This is an optimization exercise on Yosys and OpenROAD, whose aim is small area, not a production implementation. In this exercise RTL edits were held to simulation tests only and were not proved equivalent to the original. Power is estimated from default activity; no workload was simulated.

red:
// top_module
module top_module(
    input wire clk,
    input wire rst,                
    input wire speed_up_switch,
    input wire pause_button,
    input wire hour_inc_button,
    input wire hour_dec_button,
    input wire min_inc_button,
    input wire min_dec_button,
    input wire reset_switch,
    input wire [5:0] second_switches,
    output wire [6:0] segments,
    output wire [3:0] anodes,
    output wire [5:0] leds
);
    wire speed_up;
    wire enable;
    wire hour_inc, hour_dec, min_inc, min_dec;
    test_debouncer td(.clk(clk), .rst(rst), .switch(speed_up_switch), .speed_up(speed_up));
    enable_toggle_debouncer enable_debouncer(.clk(clk), .rst(rst), .button(pause_button), .enable(enable));
    debouncer hour_inc_debouncer(.clk(clk), .rst(rst), .PB(hour_inc_button), .PB_up(hour_inc));
    debouncer hour_dec_debouncer(.clk(clk), .rst(rst), .PB(hour_dec_button), .PB_up(hour_dec));
    debouncer min_inc_debouncer(.clk(clk), .rst(rst), .PB(min_inc_button), .PB_up(min_inc));
    debouncer min_dec_debouncer(.clk(clk), .rst(rst), .PB(min_dec_button), .PB_up(min_dec));
    display display_inst (
        .clk(clk), .rst(rst), .speed_up(speed_up), .enable(enable),
        .hour_inc(hour_inc), .hour_dec(hour_dec), .min_inc(min_inc), .min_dec(min_dec),
        .reset_switch(reset_switch), .second_switches(second_switches),
        .segments(segments), .anodes(anodes), .leds(leds)
    );
endmodule
Size: roughly 580 cells after synthesis, about 130 flip-flops, roughly 32 I/O pins.
==> flow/config.mk <==
export PLATFORM = sky130hd
export DESIGN_NAME = top_module
export DESIGN_NICKNAME = top_module
export VERILOG_FILES = /design/flow/design.v
export SDC_FILE = /design/flow/constraint.sdc
export NUM_CORES = 4
export LEC_CHECK = 0
export CAP_MARGIN = 20
export CORE_MARGIN = 2
export CORE_UTILIZATION = 40
export CTS_BUF_LIST = sky130_fd_sc_hd__clkbuf_4
export CTS_CLUSTER_DIAMETER = 100
export CTS_CLUSTER_SIZE = 30
export SLEW_MARGIN = 20
==> flow/constraint.sdc <==
create_clock -name core_clock -period 10.0 [get_ports {clk}]
set_input_delay 2.0000 -clock core_clock [delete_from_list [all_inputs] [get_ports {clk}]]
set_output_delay 2.0000 -clock core_clock [all_outputs]
set_load 0.01 [all_outputs]
run.sh (not shown) runs the stock make flow with config.mk's settings and CLKGATE_MAP_FILE= SYNTH_SCRIPT=/design/flow/synth_recipe.tcl, a recipe that flattens the netlist after the stock synthesis.
The inputs of green differ from those of red as listed below.
Settings: removing CTS_CLUSTER_DIAMETER (formerly 100); removing CTS_BUF_LIST (formerly sky130_fd_sc_hd__clkbuf_4); removing CTS_CLUSTER_SIZE (formerly 30).
==> flow/flow/run.sh (new file) <==
#!/bin/bash
# Own layout flow: the standard ORFS flow with
#  - the standard synthesis script (synth_recipe.tcl) run unchanged, except that the
#    combinational logic is mapped with an area-oriented ABC script (flow/abc_area.script)
#    and adders are left to ABC (no separate half/full-adder extraction);
#  - ports buffered with the smallest buffer (buf_1);
#  - clock tree built from clkbuf_4 without dummy loads.
# Each tool's output goes to make.log / write_def.log here, and ORFS's per-step logs
# to orfs/logs/.
set -euo pipefail
W=$(pwd)
export BUFFER_PORTS_ARGS="-buffer_cell sky130_fd_sc_hd__buf_1"
export CTS_ARGS="-sink_clustering_enable -repair_clock_nets -buf_list sky130_fd_sc_hd__clkbuf_4 -sink_clustering_size 30 -sink_clustering_max_diameter 100 -dont_use_dummy_load"
KNOBS=()
while IFS= read -r line; do
  k=${line#export }; k=${k%% =*}; v=${line#*= }
  KNOBS+=("$k=$v")
done < <(grep -E '^export (CORE_UTILIZATION|CORE_MARGIN|CAP_MARGIN|SLEW_MARGIN|PLACE_DENSITY|DIE_AREA|CORE_AREA|CORE_ASPECT_RATIO|CTS_BUF_LIST|CTS_CLUSTER_SIZE|CTS_CLUSTER_DIAMETER) ' config.mk || true)
make -C "$FLOW_HOME" DESIGN_CONFIG="$W/config.mk" WORK_HOME="$W/orfs" CLKGATE_MAP_FILE= \
  ADDER_MAP_FILE= SYNTH_SCRIPT="$W/flow/synth.tcl" "${KNOBS[@]}" finish > "$W/make.log" 2>&1
R="$W/orfs/results/${FLOW_PLATFORM}/top_module/base"
: # left out here: write the final layout as DEF
==> flow/flow/abc_area.script (new file) <==
strash
dc2
&get -n
&dch -f
&nf -R 1000
&put
strash
dc2
&get -n
&dch -f
&nf -R 1000
&put
topo
==> flow/flow/synth.tcl (new file) <==
# The standard synthesis script, with ABC's mapping script replaced by an area one.
set own_abc_script [file join [file dirname [info script]] abc_area.script]
proc abc {args} {
  global own_abc_script
  set i [lsearch -exact $args -script]
  if {$i >= 0} { set args [lreplace $args $i [expr {$i + 1}] -script $own_abc_script] }
  yosys abc {*}$args
}
source [file join [file dirname [info script]] .. synth_recipe.tcl]
==> flow/standard.sh (new file) <==
#!/bin/bash
# synth_recipe.tcl (not shown) runs the flow's synth.tcl, then flattens the netlist and writes it again
# the make line also repeats each setting of config.mk as NAME=value (left out here)
make -C /OpenROAD-flow-scripts/flow DESIGN_CONFIG=/design/flow/config.mk WORK_HOME=/design/flow/orfs CLKGATE_MAP_FILE= SYNTH_SCRIPT=/design/flow/synth_recipe.tcl "${@:-finish}"
removed: flow/run.sh
==> run notes <==
A cell type taking the most area of flip-flops and latches is what green shows, while multi-input gates belongs to red.
Summary of the comparison: pin count of the biggest net entering global routing is lower in green, relative to red.
Measured against each other, red and green differ in total track usage, the lower figure coming from red.
Taking red as the reference, in green number of fillers in the final layout lower, areal power density over the cells lower, final cycle utilization of the critical path lower.
In the flow results for red and green, the routed wire length is larger on red.
On synthesized cell count: between red and green, it ends up lower for green.
Sort red and green by fmax, descending, and green comes first.

## separate check: timing with driven ports
The results above use ideal ports. As a check the final layouts listed here were re-extracted and re-timed, cells and wires unchanged. Step 1, drivers: a clkbuf_16 drives clk and a buf_2 each remaining input, both assumed. Step 2 times the ports against the registers' clock, not the clock port: input delays grow and output delays shrink by t, the midpoint of the rising clock arrivals with the driver on. a / b / c = ideal ports / drivers / drivers and shift; a / b = the first two.
run | t, ns | setup WS [ns] | latest minus earliest clock arrival (ns) | worst data-port slew with drivers (ns)
red | 0.548 | 5.057 / 5.024 / 5.572 | 0.017 / 0.018 | 0.03
green | 0.534 | 5.579 / 5.546 / 6.080 | 0.028 / 0.028 | 0.04
After both steps every run listed still meets setup and hold.
